This design comes from an exercise in tuning for a short achievable clock period and few clock cycles per item on the open sky130 flow, not from production work.
Function was not checked in any run shown here: the RTL went through the layout flow alone.
No driver is modelled on the clock port, so clocking that relies on it looks cheaper here than on a real chip.
Power and IR drop assume default switching activity.

===== design/flow/design.v =====
`timescale 1ns / 1ps
module processor (
    input clk, reset,
    output [7:0] pc,
    input [31:0] instruction,
    output [31:0] Result,
    output result_valid
    );
    reg         d_v;
    reg  [4:0]  d_rd;
    reg  [31:0] d_rd_oh;
    reg  [31:0] d_rs1_oh, d_rs2_oh;
    reg  [31:0] d_imm;         
    reg         d_isr;         
    reg         d_we;          
    reg         d_ld, d_st;    
    reg         d_sum, d_slt, d_and, d_or, d_nor, d_inv;
    reg         d_m1a, d_m1b;  
    reg         d_m2a, d_m2b;  
    reg         e_v;
    reg  [4:0]  e_rd;
    reg  [31:0] e_rd_oh;
    reg         e_we, e_ld, e_st;
    reg  [31:0] e_a, e_b, e_s;
    reg  [127:0] e_sel;        
    reg  [8:0]  e_off;         
    reg         e_cin;
    reg         e_sum, e_slt, e_and, e_or, e_nor;
    reg         e_sumw;        
    reg  [31:0] w_val;         
    reg  [31:0] w_valn;        
    reg  [31:0] w_wen;         
    reg  [31:0] res_q;
    wire [127:0] n_sel;
    wire [31:0] w_next;
    reg         res_v;
    reg  [7:0]  pc_q;
    reg         rst_q;         
    wire stall;
    always @(posedge clk) begin
        if (reset) pc_q <= 8'd0;
        else       pc_q <= pc_q + {5'd0, ~stall, 2'd0};
        rst_q <= reset;
    end
    assign pc = pc_q;
    wire [31:0] ins = instruction;
    wire [6:0] f_opc = ins[6:0];
    wire [4:0] f_rd  = ins[11:7];
    wire [2:0] f_f3  = ins[14:12];
    wire [4:0] f_rs1 = ins[19:15];
    wire [4:0] f_rs2 = ins[24:20];
    wire f_isr = (f_opc == 7'b0110011);
    wire f_isi = (f_opc == 7'b0010011);
    wire f_isl = (f_opc == 7'b0000011);
    wire f_iss = (f_opc == 7'b0100011);
    wire f_alu = f_isr | f_isi;
    wire f_wr  = f_isr | f_isi | f_isl;
    wire f_sub = f_isr & (f_f3 == 3'b000) & ins[30];
    wire f_slt = f_alu & (f_f3 == 3'b010);
    wire f_and = f_alu & (f_f3 == 3'b111);
    wire f_or  = f_alu & (f_f3 == 3'b110);
    wire f_nor = f_alu & (f_f3 == 3'b100);
    wire f_inv = f_sub | f_slt;
    wire f_sum = ~(f_slt | f_and | f_or | f_nor);
    wire [31:0] f_immv = f_iss ? {{20{ins[31]}}, ins[31:25], ins[11:7]}
                               : {{20{ins[31]}}, ins[31:20]};
    wire f_m1a = d_we & (d_rd == f_rs1);
    wire f_m1b = d_we & (d_rd == f_rs2);
    wire f_m2a = e_we & (e_rd == f_rs1);
    wire f_m2b = e_we & (e_rd == f_rs2);
    assign stall = f_isl & (d_ld | d_slt) & f_m1a;
    integer k;
    reg [31:0] f_rd_oh, f_rs1_oh, f_rs2_oh;
    always @(*) begin
        for (k = 0; k < 32; k = k + 1) begin
            f_rd_oh[k]  = (f_rd  == k[4:0]);
            f_rs1_oh[k] = (f_rs1 == k[4:0]);
            f_rs2_oh[k] = (f_rs2 == k[4:0]);
        end
    end
    always @(posedge clk) begin
        if (reset || stall) begin
            d_v  <= 1'b0;
            d_we <= 1'b0;
            d_ld <= 1'b0;
            d_st <= 1'b0;
        end else begin
            d_v  <= 1'b1;
            d_we <= f_wr;
            d_ld <= f_isl;
            d_st <= f_iss;
        end
        d_rd     <= f_rd;
        d_rd_oh  <= f_rd_oh;
        d_rs1_oh <= f_rs1_oh & {32{~f_m2a}};    
        d_rs2_oh <= f_rs2_oh & {32{~f_m2b}};
        d_imm    <= f_inv ? ~f_immv : f_immv;
        d_isr    <= f_isr;
        d_sum    <= f_sum;
        d_slt    <= f_slt;
        d_and    <= f_and;
        d_or     <= f_or;
        d_nor    <= f_nor;
        d_inv    <= f_inv;
        d_m1a    <= f_m1a;
        d_m1b    <= f_m1b;
        d_m2a    <= f_m2a;
        d_m2b    <= f_m2b;
    end
    wire [31:0] rf_a, rf_b;
    RegFile rf (
        .clk (clk),
        .reset (rst_q),
        .wen (w_wen),
        .wdata_n (w_valn),
        .sel1 (d_rs1_oh),
        .sel2 (d_rs2_oh),
        .rd1 (rf_a),
        .rd2 (rf_b));
    wire [31:0] d_a = ({32{d_m2a}} & w_val) | rf_a;
    wire [31:0] d_b = ({32{d_m2b}} & w_val) | rf_b;
    wire [127:0] d_sel;
    WordSel dsel (.a (d_a[8:0]), .b (d_imm[8:0]), .sel (d_sel));
    always @(posedge clk) begin
        if (reset) begin
            e_v  <= 1'b0;
            e_we <= 1'b0;
            e_ld <= 1'b0;
            e_st <= 1'b0;
        end else begin
            e_v  <= d_v;
            e_we <= d_we;
            e_ld <= d_ld;
            e_st <= d_st;
        end
        e_rd    <= d_rd;
        e_rd_oh <= d_rd_oh;
        e_a     <= d_m1a ? w_next : d_a;
        e_b     <= ~d_isr ? d_imm
                 : d_m1b  ? (d_inv ? ~w_next : w_next)
                 :          (d_inv ? ~d_b : d_b);
        e_s     <= d_m1b ? w_next : d_b;
        e_sel   <= {128{d_ld}} & (d_m1a ? n_sel : d_sel);
        e_off   <= d_imm[8:0];
        e_cin   <= d_inv;
        e_sum   <= d_sum;
        e_sumw  <= d_sum & ~d_ld;
        e_slt   <= d_slt;
        e_and   <= d_and;
        e_or    <= d_or;
        e_nor   <= d_nor;
    end
    wire [31:0] a = e_a;
    wire [31:0] b = e_b;
    wire [31:0] s = e_s;
    wire [32:0] sum_c = {a, 1'b1} + {b, e_cin};
    wire [31:0] sum = sum_c[32:1];
    wire lt = (a[31] == b[31]) ? a[31] : sum[31];
    wire [31:0] alu = ({32{e_sum}} & sum)
                    | ({32{e_and}} & (a & b))
                    | ({32{e_or}}  & (a | b))
                    | ({32{e_nor}} & ~(a | b))
                    | {31'd0, e_slt & lt};
    wire [8:0] ni = d_imm[8:0];
    wire [8:0] cs_s = a[8:0] ^ b[8:0] ^ ni;
    wire [8:0] cs_c = (a[8:0] & b[8:0]) | (a[8:0] & ni) | (b[8:0] & ni);
    wire [127:0] sel_sum;
    WordSel nsum (.a (cs_s), .b ({cs_c[7:0], e_cin}), .sel (sel_sum));
    wire [8:0] lg = ({9{e_and}} & (a[8:0] & b[8:0]))
                  | ({9{e_or}}  & (a[8:0] | b[8:0]))
                  | ({9{e_nor}} & ~(a[8:0] | b[8:0]));
    wire [127:0] sel_lg;
    WordSel nlg (.a (lg), .b (ni), .sel (sel_lg));
    assign n_sel = e_sum ? sel_sum : sel_lg;
    wire [127:0] ssel;
    WordSel nst (.a (a[8:0]), .b (e_off), .sel (ssel));
    wire [127:0] wsel = {128{e_st}} & ssel;
    wire [31:0] mdata;
    DataMem dm (
        .clk (clk),
        .reset (rst_q),
        .wsel (wsel),
        .wdata (s),
        .rsel (e_sel),
        .rdata (mdata));
    wire [31:0] alu_w = ({32{e_sumw}} & sum)
                      | ({32{e_and}} & (a & b))
                      | ({32{e_or}}  & (a | b))
                      | ({32{e_nor}} & ~(a | b))
                      | {31'd0, e_slt & lt};
    assign w_next = alu_w | mdata;
    always @(posedge clk) begin
        w_val  <= w_next;
        w_valn <= ~w_next;
        w_wen  <= e_rd_oh & {32{e_we}};
        res_q  <= alu;
        if (reset) res_v <= 1'b0;
        else       res_v <= e_v;
    end
    assign Result = res_q;
    assign result_valid = res_v;
endmodule
`timescale 1ns / 1ps
`timescale 1ns / 1ps
`timescale 1ns / 1ps
module WordSel(
    input  [8:0] a,
    input  [8:0] b,
    output [127:0] sel
    );
    wire [8:0] p = a ^ b;
    wire [8:0] g = a & b;
    wire [8:0] o = a | b;
    wire c2 = g[1] | (p[1] & g[0]);      
    wire [35:0] hit;
    genvar j, k;
    generate
        for (j = 2; j <= 8; j = j + 1) begin : bits
            if (j == 2) begin : first
                assign hit[4*j+0] = ~(p[j] ^ c2);
                assign hit[4*j+1] = ~(p[j] ^ c2);
                assign hit[4*j+2] =  (p[j] ^ c2);
                assign hit[4*j+3] =  (p[j] ^ c2);
            end else begin : rest
                assign hit[4*j+0] = ~(p[j] ^ o[j-1]);
                assign hit[4*j+1] = ~(p[j] ^ g[j-1]);
                assign hit[4*j+2] =  (p[j] ^ o[j-1]);
                assign hit[4*j+3] =  (p[j] ^ g[j-1]);
            end
        end
        for (k = 0; k < 128; k = k + 1) begin : words
            localparam [7:0] K = {k[6:0], 1'b0};    
            assign sel[k] = hit[4*2 + 2*K[1] + K[0]] & hit[4*3 + 2*K[2] + K[1]]
                          & hit[4*4 + 2*K[3] + K[2]] & hit[4*5 + 2*K[4] + K[3]]
                          & hit[4*6 + 2*K[5] + K[4]] & hit[4*7 + 2*K[6] + K[5]]
                          & hit[4*8 + 2*K[7] + K[6]];
        end
    endgenerate
endmodule
`timescale 1ns / 1ps
module RegFile(
    input clk, reset,
    input  [31:0] wen,
    input  [31:0] wdata_n,
    input  [31:0] sel1,
    input  [31:0] sel2,
    output reg [31:0] rd1,
    output reg [31:0] rd2
    );
    reg [1023:0] rg_file;
    integer i;
    always @(*) begin
        rd1 = 32'd0;
        rd2 = 32'd0;
        for (i = 0; i < 32; i = i + 1) begin
            rd1 = rd1 | (rg_file[i*32 +: 32] & {32{sel1[i]}});
            rd2 = rd2 | (rg_file[i*32 +: 32] & {32{sel2[i]}});
        end
    end
    always @(posedge clk) begin
        for (i = 0; i < 32; i = i + 1) begin
            if (reset)       rg_file[i*32 +: 32] <= 32'd0;
            else if (wen[i]) rg_file[i*32 +: 32] <= ~wdata_n;
        end
    end
endmodule
`timescale 1ns / 1ps
module DataMem(
    input clk, reset,
    input  [127:0] wsel,
    input  [31:0]  wdata,
    input  [127:0] rsel,
    output reg [31:0] rdata
    );
    reg [4095:0] mem;
    integer i;
    always @(*) begin
        rdata = 32'd0;
        for (i = 0; i < 128; i = i + 1)
            rdata = rdata | (mem[i*32 +: 32] & {32{rsel[i]}});
    end
    always @(posedge clk) begin
        for (i = 0; i < 128; i = i + 1) begin
            if (reset)        mem[i*32 +: 32] <= i;
            else if (wsel[i]) mem[i*32 +: 32] <= wdata;
        end
    end
endmodule
`timescale 1ns / 1ps
`timescale 1ns / 1ps
`timescale 1ns / 1ps

===== design/flow/flow/run.sh =====
#!/bin/bash
# Layout: the standard flow (standard.sh), with timing repair aimed
# well below the 10 ns clock (repair_timing's setup margin), and one more
# round of design and timing repair after clock tree synthesis
# (flow/repair.tcl). The SDC is the design's, unchanged.
set -euo pipefail
M=6.7
R=orfs/results/sky130hd/processor/base
bash standard.sh SETUP_SLACK_MARGIN=$M cts > make_cts.log 2>&1
RESULTS=$R SETUP_MARGIN=$M SLEW_M=80 CAP_M=50 openroad -exit flow/repair.tcl > repair.log 2>&1
bash standard.sh SETUP_SLACK_MARGIN=$M finish > make_finish.log 2>&1

===== design/flow/flow/repair.tcl =====
# One more round of design and timing repair on the clock-tree stage's
# layout (orfs/results/.../4_cts.odb), written back in place before
# global routing. Timing uses the design's SDC; repair aims for
# SETUP_MARGIN ns of setup slack at the 10 ns clock.
set plat $::env(FLOW_HOME)/platforms/sky130hd
set res $::env(RESULTS)
read_lef $plat/lef/sky130_fd_sc_hd.tlef
read_lef $plat/lef/sky130_fd_sc_hd_merged.lef
read_liberty $plat/lib/sky130_fd_sc_hd__tt_025C_1v80.lib
read_db $res/4_cts.odb
read_sdc $res/4_cts.sdc
source $plat/setRC.tcl
set_propagated_clock [all_clocks]
set_dont_use [get_lib_cells {sky130_fd_sc_hd__probe_p_8 sky130_fd_sc_hd__probec_p_8 sky130_fd_sc_hd__lpflow_*}]
estimate_parasitics -placement
puts "start: setup ws [sta::worst_slack_cmd max], hold ws [sta::worst_slack_cmd min]"
repair_design -slew_margin $::env(SLEW_M) -cap_margin $::env(CAP_M) -match_cell_footprint -verbose
estimate_parasitics -placement
puts "after repair_design: setup ws [sta::worst_slack_cmd max]"
for {set i 0} {$i < 2} {incr i} {
  repair_timing -setup -setup_margin $::env(SETUP_MARGIN) -repair_tns 100 -match_cell_footprint -verbose
  estimate_parasitics -placement
  puts "after repair_timing $i: setup ws [sta::worst_slack_cmd max]"
}
detailed_placement
estimate_parasitics -placement
repair_timing -hold -hold_margin 0.05 -match_cell_footprint -verbose
detailed_placement
check_placement -verbose
estimate_parasitics -placement
puts "end: setup ws [sta::worst_slack_cmd max], hold ws [sta::worst_slack_cmd min]"
write_db $res/4_cts.odb

===== design/flow/standard.sh =====
#!/bin/bash
# synth_recipe.tcl (not shown) runs the flow's synth.tcl, then flattens the netlist and writes it again
# the make line also repeats each setting of config.mk as NAME=value (left out here)
make -C /OpenROAD-flow-scripts/flow DESIGN_CONFIG=/design/flow/config.mk WORK_HOME=/design/flow/orfs CLKGATE_MAP_FILE= SYNTH_SCRIPT=/design/flow/synth_recipe.tcl "${@:-finish}"

===== design/flow/config.mk =====
export PLATFORM = sky130hd
export DESIGN_NAME = processor
export DESIGN_NICKNAME = processor
export VERILOG_FILES = /design/flow/design.v
export SDC_FILE = /design/flow/constraint.sdc
export NUM_CORES = 8
export LEC_CHECK = 0
export CAP_MARGIN = 50
export CORE_MARGIN = 2
export CORE_UTILIZATION = 45
export GPL_ROUTABILITY_DRIVEN = 1
export GPL_TIMING_DRIVEN = 1
export SETUP_SLACK_MARGIN = 5
export SLEW_MARGIN = 80
export TNS_END_PERCENT = 100

===== design/flow/constraint.sdc =====
create_clock -name core_clock -period 10.0 [get_ports {clk}]
set_input_delay 2.0000 -clock core_clock [delete_from_list [all_inputs] [get_ports {clk}]]
set_output_delay 2.0000 -clock core_clock [all_outputs]
set_load 0.01 [all_outputs]

==> reports/qor.csv, run 1 <==
metric;value;unit
grt_pass1_wl;2830000;um
yosysTopAreaCellShare;48.8;%
synth-main-ff-cell;dfxtp_1;
cts_hold_buf;0;
htreeDepth;6;
stop_error;[ERROR GRT-0116] Global routing finished with congestion. Check the congestion regions in the DRC Viewer.;
grt-ovfl-total;97;
dpl.cell_count;37400;
die_w;722;um
clkSinkCount;5664;
synth_commonest_cells;8656 x nand2_1, 5664 x dfxtp_1, 3862 x a21oi_1, 2571 x clkbuf_1, 1489 x nor2_1;
synth_top_cell_by_area;dfxtp_1;
groute.usage.overall;79.9;%
syn_inst;29100;
synth_top_family_by_area;compound AO/OA/AOI/OAI gates;
yosysMostFrequentCell;nand2_1;
ys_seq_elements;5664;
grt_max_degree;50;
die_h;722;um
synth_cell_type_count;88;
port_buffers;72;
synth_fa_ha_area_share;0.718;%
cts.path.max_buffers;4;
yosys.area_share.xor_xnor;0.654;%
hpwl;1530000;um
status;aborted with a tool error;
synth-seq-area-share;48.8;%
start_util;45.2;%
cts_inserted_buffers;620;
yosys-top-cells-area;dfxtp_1 49%, nand2_1 14%, a21oi_1 8.3%;
num_rows;263;
yosys.area_share.simple;20.7;%
cts-root-buf;clkbuf_16;
synthArstFlopShare;0;%
synth-compound-area-share;24.2;%
synth_edf_count;0;
grt_pass1_vias;282000;
synth_area;0.232;mm2
num_io_pins;75;
haltStage;global routing (5_1_grt);
yosysWarnings;3;
gp_congestion;1.14;
synth.avg_cell_area;7.98;um2
synthMuxAreaShare;0.0771;%
## power by group through the flow
stage          Sequential, mW  Clock [mW]  Combinational [mW]
2_1_floorplan            23.2           0               0.717
3_3_place_gp             23.2           0                1.26
3_5_place_dp             23.1           0                1.80
4_1_cts                  22.6        24.1                1.98
## per-stage QoR
step / hold WS [ns] / worst slack (ns) / total power, mW / cell area, um2
after detailed placement: 0.312 / 4.90 / 24.9 / 306000
after floorplan: 0.310 / 6.51 / 23.9 / 232000
after global placement: 0.310 / 3.95 / 24.5 / 242000
after CTS: 0.326 / 5.81 / 48.7 / 337000
## how the worst min path moves through the flow
stage | endpoint | slack (ns)
after floorplan | e_and | 0.31
after global placement | e_rd_oh[17] | 0.31
after detailed placement | e_rd_oh[29] | 0.31
after CTS | e_rd_oh[29] | 0.33
## cell families after synthesis
kind of cell | after synthesis
muxes | 17
xor gates and xnor gates | 170
other | 1
AOI/OAI and AO/OA | 8431
and+or+nand+nor | 11700
adders and majority gates | 128
DFF | 5664
buffers and inverters | 2988
## per-layer routing
layer / overflow / global-route usage, %
met4: 41 / 76.1
met5: 0 / 46.1
met1: 0 / 82.0
met3: 2 / 68.6
met2: 54 / 91.2
## repair_timing
action                                  4_1_cts
endpoints found under the hold margin         0
buffers inserted                            483
endpoints found under the setup margin     1317
resized for setup                          1754
pin swaps                                   436
==> inputs of run 2 (changes only) <==
--- a/design/flow/design.v
+++ b/design/flow/design.v
@@ -26,7 +26,6 @@
     reg  [8:0]  e_off;         
     reg         e_cin;
     reg         e_sum, e_slt, e_and, e_or, e_nor;
-    reg         e_sumw;        
     reg  [31:0] w_val;         
     reg  [31:0] w_valn;        
     reg  [31:0] w_wen;         
@@ -92,8 +91,8 @@
         end
         d_rd     <= f_rd;
         d_rd_oh  <= f_rd_oh;
-        d_rs1_oh <= f_rs1_oh & {32{~f_m2a}};    
-        d_rs2_oh <= f_rs2_oh & {32{~f_m2b}};
+        d_rs1_oh <= f_rs1_oh;
+        d_rs2_oh <= f_rs2_oh;
         d_imm    <= f_inv ? ~f_immv : f_immv;
         d_isr    <= f_isr;
         d_sum    <= f_sum;
@@ -117,8 +116,8 @@
         .sel2 (d_rs2_oh),
         .rd1 (rf_a),
         .rd2 (rf_b));
-    wire [31:0] d_a = ({32{d_m2a}} & w_val) | rf_a;
-    wire [31:0] d_b = ({32{d_m2b}} & w_val) | rf_b;
+    wire [31:0] d_a = d_m2a ? w_val : rf_a;
+    wire [31:0] d_b = d_m2b ? w_val : rf_b;
     wire [127:0] d_sel;
     WordSel dsel (.a (d_a[8:0]), .b (d_imm[8:0]), .sel (d_sel));
     always @(posedge clk) begin
@@ -140,11 +139,10 @@
                  : d_m1b  ? (d_inv ? ~w_next : w_next)
                  :          (d_inv ? ~d_b : d_b);
         e_s     <= d_m1b ? w_next : d_b;
-        e_sel   <= {128{d_ld}} & (d_m1a ? n_sel : d_sel);
+        e_sel   <= d_m1a ? n_sel : d_sel;
         e_off   <= d_imm[8:0];
         e_cin   <= d_inv;
         e_sum   <= d_sum;
-        e_sumw  <= d_sum & ~d_ld;
         e_slt   <= d_slt;
         e_and   <= d_and;
         e_or    <= d_or;
@@ -183,12 +181,7 @@
         .wdata (s),
         .rsel (e_sel),
         .rdata (mdata));
-    wire [31:0] alu_w = ({32{e_sumw}} & sum)
-                      | ({32{e_and}} & (a & b))
-                      | ({32{e_or}}  & (a | b))
-                      | ({32{e_nor}} & ~(a | b))
-                      | {31'd0, e_slt & lt};
-    assign w_next = alu_w | mdata;
+    assign w_next = e_ld ? mdata : alu;
     always @(posedge clk) begin
         w_val  <= w_next;
         w_valn <= ~w_next;
==> design/flow/flow/run.sh (replaced) <==
#!/bin/bash
# The standard layout, with timing repair aimed at a period well below the
# 10 ns clock: repair_timing treats paths with less than 6.6 ns of slack as
# violating. The SDC is the design's, unchanged.
set -euo pipefail
bash standard.sh SETUP_SLACK_MARGIN=6.6 finish > standard_make.log 2>&1
==> design/flow/config.mk (replaced) <==
export PLATFORM = sky130hd
export DESIGN_NAME = processor
export DESIGN_NICKNAME = processor
export VERILOG_FILES = /design/flow/design.v
export SDC_FILE = /design/flow/constraint.sdc
export NUM_CORES = 8
export LEC_CHECK = 0
export CAP_MARGIN = 20
export CORE_MARGIN = 2
export CORE_UTILIZATION = 60
export GPL_TIMING_DRIVEN = 1
export SETUP_SLACK_MARGIN = 5
export SLEW_MARGIN = 20
export TNS_END_PERCENT = 100
removed: design/flow/flow/repair.tcl
==> run 2 against run 1 <==
  * The flow again stops in global routing (5_1_grt)
  * Area after synthesis decreased by 0.35%
  * Synthesized cell count is 0.97% lower
==> reports/qor.csv, run 2 <==
metric;value;unit
groute.usage.overall;93.4;%
status;aborted with a tool error;
grt_max_degree;238;
yosys-top-cells-area;dfxtp_1 49%, nand2_1 14%, a21oi_1 8.2%;
num_rows;228;
num_io_pins;75;
port_buffers;72;
synth_cell_type_count;104;
yosysMostFrequentCell;nand2_1;
htreeDepth;6;
synth_fa_ha_area_share;0.721;%
clkSinkCount;5664;
cts_hold_buf;0;
gp_congestion;1.20;
synthArstFlopShare;0;%
synth_commonest_cells;8676 x nand2_1, 5664 x dfxtp_1, 3770 x a21oi_1, 2579 x clkbuf_1, 1401 x nor2_1;
die_w;625;um
grt-ovfl-total;3236;
die_h;625;um
synth_edf_count;0;
synth_top_family_by_area;compound AO/OA/AOI/OAI gates;
ys_seq_elements;5664;
synth_area;0.231;mm2
synth-main-ff-cell;dfxtp_1;
synth-seq-area-share;49.0;%
yosysTopAreaCellShare;49.0;%
yosys.area_share.xor_xnor;0.587;%
synth_top_cell_by_area;dfxtp_1;
cts_inserted_buffers;579;
grt_pass1_vias;280000;
cts.path.max_buffers;4;
placed_area;0.238;mm2
yosysWarnings;3;
hpwl;1040000;um
stop_error;[ERROR GRT-0116] Global routing finished with congestion. Check the congestion regions in the DRC Viewer.;
place_ws;4.72;ns
start_util;60.1;%
haltStage;global routing (5_1_grt);
synth.avg_cell_area;8.03;um2
synth-compound-area-share;24.1;%
synthMuxAreaShare;0.305;%
syn_inst;28800;
yosys.area_share.simple;20.4;%
grt_pass1_wl;2600000;um
cts-root-buf;clkbuf_16;
## run 2: cell types whose count changed after synthesis, moves of 40 or more
cell      before   now
o221ai_1      64     8
o22ai_1        1   132
a22o_1       970  1041
a222oi_1      10    96
buf_1        231   191
nor2_1      1489  1401
a22oi_1     1125   844
a221oi_1     974  1057
a21oi_1     3862  3770
o31ai_1        2    51
## run 2: how the worst max path moves through the flow
| stage | startpoint | endpoint | slack (ns) | cells after the start |
|---|---|---|---|---|
| CTS | e_sel[126] | e_b[9] | 5.56 | 11 |
| detailed placement | e_sel[77] | e_b[9] | 4.72 | 11 |
| global placement | d_rs1_oh[13] | e_sel[75] | 4.70 | 12 |
| floorplan | instruction[18] | pc_q[6] | 6.50 | 10 |
## run 2: timing repair
| item | in CTS |
|---|---|
| endpoints found under the setup margin | 4394 |
| resized for setup | 1645 |
| buffers inserted | 415 |
| gates cloned | 7 |
| pin swaps | 297 |
## run 2: metal layers
| metal | global-route usage (%) | overflow |
|---|---|---|
| met1 | 93.7 | 475 |
| met2 | 99.0 | 1139 |
| met3 | 88.1 | 539 |
| met4 | 94.1 | 1012 |
| met5 | 72.5 | 71 |
## run 2: logic make-up after synthesis
family,after synthesis
simple gates,11500
other cells,1
fa+ha+maj,128
compound gates,8311
buf+inv,2962
xor+xnor,155
mux,66
flops,5664
## run 2: metrics by stage
stage / util, % / cells / hold WS (ns)
after floorplan: - / 28800 / 0.310
after detailed placement: 61.9 / 32100 / 0.312
after global placement: 61.8 / 32100 / 0.310
after CTS: 69.6 / 33600 / 0.319
## run 2: power groups by stage
| stage | registers (mW) | clock network (mW) | logic [mW] |
|---|---|---|---|
| floorplan | 23.2 | 0 | 0.786 |
| global placement | 23.3 | 0 | 1.37 |
| detailed placement | 23.3 | 0 | 1.36 |
| CTS | 22.8 | 22.0 | 1.54 |
